From an optimization exercise on the open Yosys and OpenROAD flow, aimed at a short achievable clock period and few clock cycles; shortcuts taken in it are not production practice. Only simulation tests tie the RTL to the original design; equivalence was not proved. No activity file was given, so power comes from the tool's default toggle rates.

--- flow/config.mk ---
export PLATFORM = sky130hd
export DESIGN_NAME = top
export DESIGN_NICKNAME = top
export VERILOG_FILES = /design/flow/design.v
export SDC_FILE = /design/flow/constraint.sdc
export NUM_CORES = 4
export LEC_CHECK = 0
export CAP_MARGIN = 20
export CORE_MARGIN = 2
export CORE_UTILIZATION = 20
export PLACE_DENSITY = 0.35
export SETUP_SLACK_MARGIN = 5
export SLEW_MARGIN = 20
--- flow/constraint.sdc ---
create_clock -name core_clock -period 8.0 [get_ports {clk}]
set_input_delay 1.6000 -clock core_clock [delete_from_list [all_inputs] [get_ports {clk}]]
set_output_delay 1.6000 -clock core_clock [all_outputs]
set_load 0.01 [all_outputs]
--- flow/design.v ---
module top(
	input clk, reset, start,
	input [7:0] inFromOutside,
	input load_we,
	input [4:0] load_addr,
	input [7:0] load_data,
	output [7:0] AccOut, outToOutside,
	output OutWrite,
	output InAck,
	output Halted,
	output MemWrite,
	output [4:0] MemAddr,
	output [7:0] MemData
);
	reg [7:0] RAM [0:31];
	reg [7:0] IR0, IR1;	 
	reg [31:0] A0, A1;	 
	reg [31:0] P1;		 
	reg [7:0] acc;
	reg outw_r, memw_r, inack_r, halt_r;
	reg [7:0] out_r, md_r;
	reg [4:0] ma_r;
	function [31:0] onehot(input [4:0] x);
		onehot = 32'd1 << x;
	endfunction
	function [31:0] rot(input [31:0] x);
		rot = {x[30:0], x[31]};
	endfunction
	wire [31:0] P2 = rot(P1);
	wire [31:0] P3 = rot(P2);
	wire [31:0] A0n = rot(A0);
	wire [31:0] A1n = rot(A1);
	reg [7:0] op0, op1, mP2, mP3, mA0n, mA1n;
	integer i;
	always @(*) begin
		op0 = 8'd0; op1 = 8'd0; mP2 = 8'd0; mP3 = 8'd0; mA0n = 8'd0; mA1n = 8'd0;
		for (i = 0; i < 32; i = i + 1) begin
			op0  = op0  | (RAM[i] & {8{A0[i]}});
			op1  = op1  | (RAM[i] & {8{A1[i]}});
			mP2  = mP2  | (RAM[i] & {8{P2[i]}});
			mP3  = mP3  | (RAM[i] & {8{P3[i]}});
			mA0n = mA0n | (RAM[i] & {8{A0n[i]}});
			mA1n = mA1n | (RAM[i] & {8{A1n[i]}});
		end
	end
	wire ld0 = IR0[7:5] == 3'b000, ld1 = IR1[7:5] == 3'b000;
	wire st0 = IR0[7:5] == 3'b001, st1 = IR1[7:5] == 3'b001;
	wire ad0 = IR0[7:5] == 3'b010, ad1 = IR1[7:5] == 3'b010;
	wire sb0 = IR0[7:5] == 3'b011, sb1 = IR1[7:5] == 3'b011;
	wire an0 = IR0[7:5] == 3'b100, an1 = IR1[7:5] == 3'b100;
	wire jz0 = IR0[7:5] == 3'b101, jz1 = IR1[7:5] == 3'b101;
	wire jp0 = IR0[7:5] == 3'b110, jp1 = IR1[7:5] == 3'b110;
	wire in0 = IR0[7:3] == 5'b11100, in1 = IR1[7:3] == 5'b11100;
	wire ou0 = IR0[7:3] == 5'b11101, ou1 = IR1[7:3] == 5'b11101;
	wire ht0 = IR0[7:4] == 4'b1111, ht1 = IR1[7:4] == 4'b1111;
	wire accz = (acc == 8'd0);
	wire taken0 = (jz0 & accz) | (jp0 & ~accz);
	wire haz01 = st0 & |(A0 & P1);		 
	wire haz1 = st1 & |(A1 & (P2 | P3));	 
	wire pair = ~taken0 & ~ht0 & ~ht1 & ~in0 & ~(in1 & inack_r) &
	            ~(st0 & st1) & ~(ou0 & ou1) & ~haz01 & ~haz1;
	wire exec = start & ~ht0 & ~(in0 & inack_r);
	wire [7:0] acc1 =
		ld0 ? op0 :
		ad0 ? acc + op0 :
		sb0 ? acc - op0 :
		an0 ? (acc & op0) :
		in0 ? inFromOutside : acc;
	wire [7:0] sx = acc ^ op0;
	wire [7:0] so = acc | op0;
	wire addz = (sx ^ {so[6:0], 1'b0}) == 8'd0;
	wire z1 =
		ld0 ? (op0 == 8'd0) :
		ad0 ? addz :
		sb0 ? (acc == op0) :
		an0 ? ((acc & op0) == 8'd0) : accz;
	wire taken1 = (jz1 & z1) | (jp1 & ~z1);
	wire [7:0] op1f = (st0 & |(A0 & A1)) ? acc : op1;
	wire as0 = ad0 | sb0, as1 = ad1 | sb1;
	wire [7:0] x0 = sb0 ? ~op0 : op0;
	wire [7:0] x1 = sb1 ? ~op1f : op1f;
	wire [7:0] css = acc ^ x0 ^ x1;
	wire [7:0] csc = (acc & x0) | (acc & x1) | (x0 & x1);
	wire [7:0] add3 = css + {csc[6:0], sb0} + {7'd0, sb1};
	wire [7:0] acc2 =
		ld1 ? op1f :
		(as0 & as1) ? add3 :
		ad1 ? acc1 + op1f :
		sb1 ? acc1 - op1f :
		an1 ? (acc1 & op1f) :
		in1 ? inFromOutside : acc1;
	wire s1 = pair & st1;
	wire sany = st0 | s1;
	wire [31:0] waddr = s1 ? A1 : A0;
	wire [7:0] wdata = s1 ? acc1 : acc;
	wire [31:0] wmask = st0 ? A0 : 32'd0;
	wire t1 = pair & taken1;
	wire [31:0] accoh = onehot(acc[4:0]);
	wire hP1 = |(wmask & P1), hP2 = |(wmask & P2), hP3 = |(wmask & P3);
	wire hA1 = |(wmask & A1), hA1n = |(wmask & A1n);
	reg [7:0] n0, n1;
	reg [31:0] nP1, nA0, nA1;
	always @(*) begin
		if (taken0) begin
			n0 = op0; nA0 = onehot(op0[4:0]);
			n1 = mA0n; nA1 = onehot(mA0n[4:0]);
			nP1 = A0n;
		end else if (!pair) begin
			n0 = hP1 ? acc : IR1; nA0 = hP1 ? accoh : A1;
			n1 = hP2 ? acc : mP2; nA1 = hP2 ? accoh : onehot(mP2[4:0]);
			nP1 = P2;
		end else if (taken1) begin
			n0 = hA1 ? acc : op1; nA0 = hA1 ? accoh : onehot(op1[4:0]);
			n1 = hA1n ? acc : mA1n; nA1 = hA1n ? accoh : onehot(mA1n[4:0]);
			nP1 = A1n;
		end else begin
			n0 = hP2 ? acc : mP2; nA0 = hP2 ? accoh : onehot(mP2[4:0]);
			n1 = hP3 ? acc : mP3; nA1 = hP3 ? accoh : onehot(mP3[4:0]);
			nP1 = P3;
		end
	end
	wire wen = ~reset & (st0 | (exec & s1));
	integer j;
	always @(posedge clk)
		for (j = 0; j < 32; j = j + 1)
			if (load_we && load_addr == j) RAM[j] <= load_data;
			else if (wen && waddr[j]) RAM[j] <= wdata;
	wire [7:0] r0 = (load_we && load_addr == 5'd0) ? load_data : RAM[0];
	wire [7:0] r1 = (load_we && load_addr == 5'd1) ? load_data : RAM[1];
	always @(posedge clk)
		if (reset) begin
			IR0 <= r0; A0 <= onehot(r0[4:0]);
			IR1 <= r1; A1 <= onehot(r1[4:0]);
		end else if (exec) begin
			IR0 <= n0; A0 <= nA0;
			IR1 <= n1; A1 <= nA1;
		end
	always @(posedge clk, posedge reset)
		if (reset) begin
			P1 <= 32'd2;
			acc <= 8'd0;
			outw_r <= 1'b0; memw_r <= 1'b0; inack_r <= 1'b0; halt_r <= 1'b0;
			out_r <= 8'd0; md_r <= 8'd0; ma_r <= 5'd0;
		end else begin
			outw_r <= exec & (ou0 | (pair & ou1));
			out_r <= exec ? (ou0 ? acc : (pair & ou1) ? acc1 : 8'd0) : 8'd0;
			memw_r <= exec & sany;
			if (exec & sany) begin
				ma_r <= s1 ? IR1[4:0] : IR0[4:0];
				md_r <= wdata;
			end
			inack_r <= exec & (in0 | (pair & in1));
			if (exec) begin
				acc <= pair ? acc2 : acc1;
				P1 <= nP1;
			end
			halt_r <= halt_r | (start & ht0) | (exec & (n0[7:4] == 4'b1111));
		end
	assign AccOut = acc;
	assign outToOutside = out_r;
	assign OutWrite = outw_r;
	assign MemWrite = memw_r;
	assign MemAddr = ma_r;
	assign MemData = md_r;
	assign InAck = inack_r;
	assign Halted = halt_r;
endmodule
--- flow/run.sh ---
#!/bin/bash
# synth_recipe.tcl (not shown) runs the flow's synth.tcl, then flattens the netlist and writes it again
# the make line also repeats each setting of config.mk as NAME=value (left out here)
make -C /OpenROAD-flow-scripts/flow DESIGN_CONFIG=/design/flow/config.mk WORK_HOME=/design/flow/orfs CLKGATE_MAP_FILE= SYNTH_SCRIPT=/design/flow/synth_recipe.tcl finish
==> results.sh, run 1 <==
export IMPL_timing_final_crit_share_pct=64.16
export IMPL_final_period_minus_worst_setup_slack_ns=5.133
export IMPL_first_pass_grt_wire_length_um=417100
export IMPL_initial_utilization_pct=20.19
export IMPL_numCtsBuffers=56
export IMPL_share_of_final_layout_standard_cells_stronger_than_drive_strength_1_pct=32.67
export IMPL_yosysTopAreaCellShare_pct=29.04
export IMPL_post_synth_and_or_nand_nor_area_fraction_pct=15.56
export IMPL_drt_initial_drc_count=8918
export IMPL_die_area_um2=177100
export IMPL_synth_area_leader_cell="sky130_fd_sc_hd__edfxtp_1"
export IMPL_syn_cell_area_um2=34740
export IMPL_postSynthRegisterBits=401
export IMPL_total_switching_power_mw=10.47
export IMPL_tritoncts="yes"
export IMPL_antenna_found_initial=20
export IMPL_drtPass1Iterations=10
export IMPL_utilization_pct=29.73
export IMPL_synth_top_cells_by_area="sky130_fd_sc_hd__edfxtp_1, sky130_fd_sc_hd__a22oi_1, sky130_fd_sc_hd__a21oi_1"
export IMPL_rows=152
export IMPL_remaining_drc_errors=0
export IMPL_worstPathMaxFanout=22
export IMPL_clock_sinks=401
export IMPL_fin_total_pwr_mw=20.06
export IMPL_critical_path_top_cell_by_count="sky130_fd_sc_hd__buf_4"
export IMPL_vias=46363
export IMPL_leading_cell_type_in_the_layout_fill_and_taps_excluded="sky130_fd_sc_hd__a22oi_1"
export IMPL_setup_ws_ns=2.867
export IMPL_dp_hpwl_um=202300
export IMPL_netlist_instances=4197
export IMPL_synth_compound_area_share_pct=37.46
export IMPL_timing_critical_path_from_type="register"
export IMPL_insertion_delay_ns=0.73
export IMPL_finalSetupViolCount=0
export IMPL_multiInputGateArea_um2=25540
export IMPL_outcome="finished clean"
export IMPL_synth_top_family_by_area="compound AO/OA/AOI/OAI gates"
export IMPL_routed_via_density=6.717
export IMPL_totalNegativeSetupSlack_ns=0
export IMPL_share_of_synthesized_flip_flops_with_an_asynchronous_set_or_reset_pct=16.21
export IMPL_timing_final_max_slew_violations=0
export IMPL_share_comb_of_total_power_pct=69.7
export IMPL_cellPowerDensity_nw_per_um2=392.1
export IMPL_port_buffers=57
export IMPL_top_flip_flop_cell_by_instance_count_after_synthesis="sky130_fd_sc_hd__edfxtp_1"
export IMPL_grt_pass1_vias=43277
export IMPL_cell_internal_pwr_mw=9.594
export IMPL_boundaryPins=58
export IMPL_clock_tree_buffer_depth=3
export IMPL_worstMarginPinSlew_ns=1.297
export IMPL_regToRegSetupSlack_ns=2.87
export IMPL_cp_startpoint="A1[30]"
export IMPL_ys_types=81
export IMPL_synth_area_mux_share_pct=3.932
export IMPL_slew_headroom_pct=13.33
export IMPL_slowest_delay_ns=0.57
export IMPL_worst_setup_path_endpoint="acc[7]"
export IMPL_wl_um=321300
export IMPL_max_cap_viol_count=0
export IMPL_worstSetupEndpointType="register"
export IMPL_pin_count_of_the_biggest_net_entering_global_routing=84
export IMPL_synth_xor_area_share_pct=1.260
export IMPL_placeableCoreArea_um2=172100
export IMPL_seqCellArea_um2=11730
export IMPL_fmax_mhz=194.8
export IMPL_post_synth_cell_area_avg_um2=8.278
export IMPL_worst_clock_skew_ns=0.06861
export IMPL_synth_seq_area_share_pct=33.72
export IMPL_min_delay_path_class="register to register"
export IMPL_cts_htree_levels=2
export IMPL_area_delta_synth_final_pct=47.29
export IMPL_post_place_ws_ns=1.696
export IMPL_crit_required_ns=8.61
export IMPL_fp_dieH_um=420.8
export IMPL_grt_usage_pct=34.78
export IMPL_share_seq_of_total_power_pct=17.3
export IMPL_power_frac_clock_pct=13.0
export IMPL_rr_startpoint="A1[30]"
export IMPL_num_nets_final=4618
export IMPL_antenna_violating_nets_post_route=0
export IMPL_synth_fa_ha_area_share_pct=2.406
export IMPL_crit_reg2reg_capture="acc[7]"
export IMPL_crit_slowest_cell="sky130_fd_sc_hd__edfxtp_1"
export IMPL_routabilityCongestion=1.009
export IMPL_grt_overflow=0
export IMPL_layout_cells_most_common_list="sky130_fd_sc_hd__a22oi_1, sky130_fd_sc_hd__nor2_1, sky130_fd_sc_hd__edfxtp_1, sky130_fd_sc_hd__buf_4, sky130_fd_sc_hd__nand2_1"
export IMPL_worst_r2r_cell_count=19
export IMPL_worstPathArrival_ns=5.74
export IMPL_power_static_leakage_nw=17.42
export IMPL_ir_worst_vdd_mv=0.2081
export IMPL_worstPathCellList="buf_4 -> a22oi_1 -> nand4_1 -> nor4_4 -> buf_4 -> nand2_1 -> o21ai_1 -> buf_4 -> xnor2_1 -> fa_1 -> ha_1 -> a21o_1 -> a21oi_2 -> o21bai_1 -> a21oi_2 -> o21ai_0 -> xnor2_1 -> a211o_1 -> o31a_1"
export IMPL_synth_nets=4281
export IMPL_clock_root_cell="sky130_fd_sc_hd__clkbuf_16"
export IMPL_grt_setup_unrepaired="yes"
export IMPL_switching_share_pct=52.19
export IMPL_avgRoutedWirePerCell_um=46.54
export IMPL_path_class="register to register"
export IMPL_yosysWarningCount=2
export IMPL_floorplan_die_width_um=420.8
export IMPL_filler_cell_count=17954
export IMPL_timing_hold_violations_final=0
export IMPL_synth_edff_count=336
export IMPL_clkSlewWorstSetupHoldPaths_ns=0.06
==> final cells by class <==
type,count,share of cell area [%]
tap,2310,5.648
clock inverter,29,0.6063
inverter,60,0.5110
antenna,13,0.06357
clock buffer,74,2.909
sequential,401,22.92
timing repair buffer,715,17.43
multi-input combinational,3300,49.90
==> stage by stage <==
step	instances	cell area, um^2	hold WS (ns)
2_1_floorplan	4197	36400	0.5088
3_3_place_gp	6341	39420	0.4691
3_5_place_dp	6343	39460	0.4808
4_1_cts	6809	49060	0.4955
5_1_grt	6891	51150	0.5223
6_report	6902	51180	0.4860
==> worst min-delay path by stage <==
stage / from / cells after the start / to
floorplan: IR0[0] / 2 / ma_r[0]
global placement: ma_r[1] / 2 / ma_r[1]
detailed placement: ma_r[0] / 2 / ma_r[0]
CTS: ma_r[0] / 2 / ma_r[0]
global route: ma_r[2] / 2 / ma_r[2]
finish: ma_r[0] / 2 / ma_r[0]
==> state kept, by name, summed over array words and instances, names as in the netlist <==
register  count
A1           32
A0           32
RAM         256
out_r         8
memw_r        1
IR1           8
halt_r        1
P1           32
inack_r       1
outw_r        1
ma_r          5
md_r          8
IR0           8
acc           8
==> per-layer routing <==
metal	share of wire (%)	vias to the layer above	wire [um]	GRT usage [%]
met5	0.072	-	232	0
met4	9.1	20	29250	23.01
met3	14	1464	43850	15.03
met2	40	4405	127100	49.15
met1	38	23050	120800	42.60
li1	-	17424	-	-
==> synthesized netlist by cell type, drive strengths merged (16+ instances only) <==
master / n
a22oi: 768
nor2: 382
a21oi: 367
clkbuf: 359
edfxtp: 336
nand2: 308
o21ai: 304
nand4: 184
a221oi: 134
mux2i: 96
a22o: 95
buf: 84
dfrtp: 64
nand3: 61
inv: 58
nor3: 48
ha: 46
xnor2: 40
mux2: 36
nor4: 36
nand2b: 31
o221ai: 31
a211oi: 27
o211ai: 22
or4: 22
a31oi: 21
and2: 21
nor2b: 16
==> what timing repair did <==
action | 4_1_cts | 5_1_grt
hold buffers | 0 | 0
resized for setup | 813 | 293
buffers inserted | 306 | 73
pin swaps | 213 | 168
gates cloned | 57 | 6
setup endpoints to repair | 770 | 735
==> power groups by stage <==
| stage | Combinational, mW | Clock [mW] | Sequential [mW] |
|---|---|---|---|
| finish | 14.0 | 2.60 | 3.47 |
| global route | 14.1 | 2.69 | 3.45 |
| CTS | 12.3 | 2.63 | 3.42 |
| detailed placement | 8.87 | 0 | 3.61 |
| global placement | 8.96 | 0 | 3.64 |
| floorplan | 5.45 | 0 | 3.15 |
==> cells by family after synthesis <==
group           count (synthesis)
flops                         401
simple gates                 1149
compound gates               1903
buf+inv                       503
fa+ha+maj                      59
mux                           132
xor+xnor                       50
==> worst max-delay path, delay by kind of cell, from the launching register on <==
kind / cells / cell delay, ns
AO/OA/AOI/OAI: 9 / 1.78
XOR/XNOR: 2 / 0.30
adder cells (fa/ha/maj): 2 / 0.80
buffers and inverters: 3 / 0.83
flip-flops: 1 / 0.57
AND/OR/NAND/NOR: 3 / 0.72
Testbench counts, summed over its fixed seeds: cycles 6,183.
==> run 2: changes to the inputs <==
--- a/flow/design.v
+++ b/flow/design.v
@@ -30,17 +30,19 @@
 	wire [31:0] P3 = rot(P2);
 	wire [31:0] A0n = rot(A0);
 	wire [31:0] A1n = rot(A1);
-	reg [7:0] op0, op1, mP2, mP3, mA0n, mA1n;
+	wire accz_e = (acc == 8'd0);
+	wire tk0 = (IR0[7:5] == 3'b101 & accz_e) | (IR0[7:5] == 3'b110 & ~accz_e);
+	wire [31:0] Jn = tk0 ? A0n : A1n;
+	reg [7:0] op0, op1, mP2, mP3, mJn;
 	integer i;
 	always @(*) begin
-		op0 = 8'd0; op1 = 8'd0; mP2 = 8'd0; mP3 = 8'd0; mA0n = 8'd0; mA1n = 8'd0;
+		op0 = 8'd0; op1 = 8'd0; mP2 = 8'd0; mP3 = 8'd0; mJn = 8'd0;
 		for (i = 0; i < 32; i = i + 1) begin
 			op0  = op0  | (RAM[i] & {8{A0[i]}});
 			op1  = op1  | (RAM[i] & {8{A1[i]}});
 			mP2  = mP2  | (RAM[i] & {8{P2[i]}});
 			mP3  = mP3  | (RAM[i] & {8{P3[i]}});
-			mA0n = mA0n | (RAM[i] & {8{A0n[i]}});
-			mA1n = mA1n | (RAM[i] & {8{A1n[i]}});
+			mJn  = mJn  | (RAM[i] & {8{Jn[i]}});
 		end
 	end
 	wire ld0 = IR0[7:5] == 3'b000, ld1 = IR1[7:5] == 3'b000;
@@ -82,11 +84,12 @@
 	wire [7:0] css = acc ^ x0 ^ x1;
 	wire [7:0] csc = (acc & x0) | (acc & x1) | (x0 & x1);
 	wire [7:0] add3 = css + {csc[6:0], sb0} + {7'd0, sb1};
+	wire [7:0] acc1s = ld0 ? op0 : an0 ? (acc & op0) : acc;
+	wire [7:0] sum1 = acc1s + op1f;
+	wire [7:0] dif1 = acc1s - op1f;
 	wire [7:0] acc2 =
 		ld1 ? op1f :
-		(as0 & as1) ? add3 :
-		ad1 ? acc1 + op1f :
-		sb1 ? acc1 - op1f :
+		as1 ? (as0 ? add3 : ad1 ? sum1 : dif1) :
 		an1 ? (acc1 & op1f) :
 		in1 ? inFromOutside : acc1;
 	wire s1 = pair & st1;
@@ -103,7 +106,7 @@
 	always @(*) begin
 		if (taken0) begin
 			n0 = op0; nA0 = onehot(op0[4:0]);
-			n1 = mA0n; nA1 = onehot(mA0n[4:0]);
+			n1 = mJn; nA1 = onehot(mJn[4:0]);
 			nP1 = A0n;
 		end else if (!pair) begin
 			n0 = hP1 ? acc : IR1; nA0 = hP1 ? accoh : A1;
@@ -111,7 +114,7 @@
 			nP1 = P2;
 		end else if (taken1) begin
 			n0 = hA1 ? acc : op1; nA0 = hA1 ? accoh : onehot(op1[4:0]);
-			n1 = hA1n ? acc : mA1n; nA1 = hA1n ? accoh : onehot(mA1n[4:0]);
+			n1 = hA1n ? acc : mJn; nA1 = hA1n ? accoh : onehot(mJn[4:0]);
 			nP1 = A1n;
 		end else begin
 			n0 = hP2 ? acc : mP2; nA0 = hP2 ? accoh : onehot(mP2[4:0]);
==> results.sh, run 2 <==
export IMPL_largest_register="RAM"
export IMPL_synth_area_leader_cell="sky130_fd_sc_hd__edfxtp_1"
export IMPL_ys_types=97
export IMPL_rr_startpoint="A0[12]"
export IMPL_final_area_um2=54290
export IMPL_crit_slowest_cell="sky130_fd_sc_hd__edfxtp_1"
export IMPL_totalNegativeSetupSlack_ns=0
export IMPL_cp_startpoint="A0[12]"
export IMPL_path_class="register to register"
export IMPL_share_of_synthesized_flip_flops_with_an_asynchronous_set_or_reset_pct=16.21
export IMPL_final_period_minus_worst_setup_slack_ns=5.341
export IMPL_share_of_final_layout_standard_cells_stronger_than_drive_strength_1_pct=34.53
export IMPL_timing_final_max_slew_violations=0
export IMPL_regToRegSetupSlack_ns=2.66
export IMPL_cellPowerDensity_nw_per_um2=532.8
export IMPL_tritoncts="yes"
export IMPL_clock_root_cell="sky130_fd_sc_hd__clkbuf_16"
export IMPL_remaining_drc_errors=0
export IMPL_drt_initial_drc_count=9690
export IMPL_finalSetupViolCount=0
export IMPL_pin_count_of_the_biggest_net_entering_global_routing=63
export IMPL_cts_htree_levels=2
export IMPL_clock_sinks=401
export IMPL_worstPathMaxFanout=6
export IMPL_routed_via_density=7.009
export IMPL_postSynthRegisterBits=401
export IMPL_die_area_um2=185700
export IMPL_synth_nets=4561
export IMPL_leading_cell_type_in_the_layout_fill_and_taps_excluded="sky130_fd_sc_hd__a22oi_1"
export IMPL_grt_setup_unrepaired="yes"
export IMPL_worstPathArrival_ns=5.77
export IMPL_whs_endpoint="md_r[1]"
export IMPL_post_synth_cell_area_avg_um2=8.126
export IMPL_drtPass1Iterations=10
export IMPL_layout_cells_most_common_list="sky130_fd_sc_hd__a22oi_1, sky130_fd_sc_hd__buf_4, sky130_fd_sc_hd__nor2_1, sky130_fd_sc_hd__nand2_1, sky130_fd_sc_hd__edfxtp_1"
export IMPL_vias=51758
export IMPL_max_cap_viol_count=0
export IMPL_largest_reg_flops=256
export IMPL_routabilityCongestion=1.051
export IMPL_syn_cell_area_um2=36460
export IMPL_fmax_mhz=187.2
export IMPL_holdCritStartpoint="md_r[1]"
export IMPL_slew_headroom_pct=11.12
export IMPL_worstSetupEndpointType="register"
export IMPL_ir_worst_vdd_mv=0.3443
export IMPL_numCtsBuffers=54
export IMPL_initial_utilization_pct=20.15
export IMPL_antenna_violating_nets_post_route=0
export IMPL_synth_edff_count=336
export IMPL_dp_hpwl_um=235000
export IMPL_timing_critical_path_from_type="register"
export IMPL_timing_final_crit_share_pct=66.77
export IMPL_area_delta_synth_final_pct=48.90
export IMPL_power_static_leakage_nw=19.27
export IMPL_yosysWarningCount=2
export IMPL_timing_hold_violations_final=0
export IMPL_crit_required_ns=8.43
export IMPL_boundaryPins=58
export IMPL_fp_dieH_um=431.0
export IMPL_grt_usage_pct=38.75
export IMPL_worstPathCellList="buf_8 -> a22oi_2 -> nand4_1 -> nor4_2 -> buf_4 -> ha_4 -> or4_1 -> or4_4 -> a32oi_2 -> o21ai_2 -> and3_4 -> buf_6 -> nor4_4 -> buf_6 -> buf_8 -> buf_12 -> buf_16 -> buf_12 -> buf_4 -> o221ai_4 -> a21oi_2 -> o221ai_2"
export IMPL_hold_slack_ns=0.4866
export IMPL_insertion_delay_ns=0.79
export IMPL_netlist_instances=4487
export IMPL_rows=156
export IMPL_ys_top_cells_by_count="sky130_fd_sc_hd__a22oi_1, sky130_fd_sc_hd__nor2_1, sky130_fd_sc_hd__a21oi_1, sky130_fd_sc_hd__nand2_1, sky130_fd_sc_hd__clkbuf_1"
export IMPL_synth_seq_area_share_pct=32.14
export IMPL_min_delay_path_class="register to register"
export IMPL_wl_um=378600
export IMPL_synth_most_common_cell="sky130_fd_sc_hd__a22oi_1"
export IMPL_top_flip_flop_cell_by_instance_count_after_synthesis="sky130_fd_sc_hd__edfxtp_1"
export IMPL_grt_overflow=0
export IMPL_port_buffers=57
export IMPL_floorplan_die_width_um=431.0
export IMPL_grt_pass1_vias=46997
export IMPL_clkSlewWorstSetupHoldPaths_ns=0.06
export IMPL_clock_tree_buffer_depth=3
export IMPL_synth_top_cells_by_area="sky130_fd_sc_hd__edfxtp_1, sky130_fd_sc_hd__a22oi_1, sky130_fd_sc_hd__a21oi_1"
export IMPL_worstMarginPinSlew_ns=1.319
export IMPL_antenna_found_initial=37
export IMPL_holdPathStages=2
export IMPL_worst_clock_skew_ns=0.1054
export IMPL_placeableCoreArea_um2=180900
export IMPL_crit_reg2reg_capture="A1[21]"
export IMPL_avgRoutedWirePerCell_um=51.27
export IMPL_yosysTopAreaCellShare_pct=27.67
export IMPL_dpl_instance_area_um2=41920
export IMPL_num_nets_final=5021
export IMPL_outcome="finished clean"
export IMPL_first_pass_grt_wire_length_um=481800
export IMPL_slowest_delay_ns=0.55
export IMPL_worst_r2r_cell_count=22
[run 2: repair_timing]
action                                  4_1_cts  5_1_grt
setup buffers                               344      133
endpoints found under the hold margin         0        0
hold buffers                                  0        0
cloned                                       61        9
gates resized for setup                     705      357
pin swaps                                   184      159
endpoints found under the setup margin      770      716
[run 2: layout make-up]
class,count,area (um^2)
repair buffers,884,10510
diodes,24,60.06
fillers,18906,126700
clock buffers,74,1466
well taps,2370,2965
inverters,61,249.0
multi-input cells,3545,27070
clock inverters,25,231.5
flip-flops and latches,401,11730
[run 2: cell families (layout without fill, tap and decap cells)]
group / Yosys count / in the layout / share of synthesized area (%)
XOR/XNOR: 49 / 49 / 1.177
adder cells (fa/ha/maj): 49 / 49 / 1.929
multiplexers: 199 / 199 / 5.834
other: 0 / 24 / 0
AND/OR/NAND/NOR: 1362 / 1369 / 17.53
buffers and inverters: 550 / 1044 / 5.930
AO/OA/AOI/OAI: 1877 / 1879 / 35.46
flip-flops: 401 / 401 / 32.14
[run 2: worst max path at each step]
stage	endpoint	depth (start not counted)
after global routing	A0[22]	20
after floorplan	IR1[6]	18
after CTS	IR1[6]	17
final	A1[21]	22
after global placement	A1[15]	15
after detailed placement	A1[15]	15
[run 2: critical path: cells and delay by family, from the launching register on]
| kind | cells | cell delay, ns |
|---|---|---|
| simple gates | 6 | 1.84 |
| buf+inv | 9 | 1.35 |
| compound gates | 6 | 1.04 |
| flops | 1 | 0.55 |
| fa+ha+maj | 1 | 0.22 |
[run 2: metrics by stage]
step                std cells  power (mW)  utilization [%]  setup slack [ns]
CTS                      7216       25.61            28.34             2.785
global placement         6711       18.38            23.15             1.546
detailed placement       6712       18.24            23.17             1.550
finish                   7384       28.92            30.00             2.659
global route             7366       28.67            29.98             2.728
floorplan                4487       11.79                -             3.410
[run 2: routing by layer]
metal / wire [um] / up-vias / track usage (%)
met5: 199 / - / 1.665
met3: 55450 / 2072 / 20.13
li1: - / 18665 / -
met2: 143400 / 5320 / 52.61
met1: 137000 / 25685 / 44.76
met4: 42560 / 16 / 31.56
[run 2: power breakdown]
part           switching, mW  internal (mW)  total (mW)
Combinational           14.3           8.20        22.5
Clock                   1.17           1.35        2.52
Sequential             0.792           3.07        3.86
Total                   16.3           12.6        28.9
Testbench counts of run 2, summed over its fixed seeds: cycles 6,183.

## separate check: timing with driven ports
In the flow no input, the clock included, has a driving cell. The finished layouts below were timed again as built, in two steps.
Step 1, drivers: a clkbuf_16 drives clk and a buf_2 each remaining input, both assumed.
Step 2, shift: input delay + t, output delay - t, t = (earliest + latest rising clock arrival at the registers) / 2. This alone moves slack from input paths to output paths.
a / b / c = ideal ports / drivers / drivers and shift; a / b = the first two.
| run | shift t [ns] | setup WS [ns] | slew at the worst register clock pin (ns) | pins driven straight from the clock port |
|---|---|---|---|---|
| run 1 | 0.787 | 2.867 / 2.867 / 2.723 | 0.08 / 0.08 | 1 |
| run 2 | 0.840 | 2.659 / 2.659 / 2.190 | 0.08 / 0.08 | 1 |
After both steps every run listed still meets setup and hold. The setup slack of run 2, which loses most, moves by 0.000 ns with the drivers and by -0.469 ns with both steps.
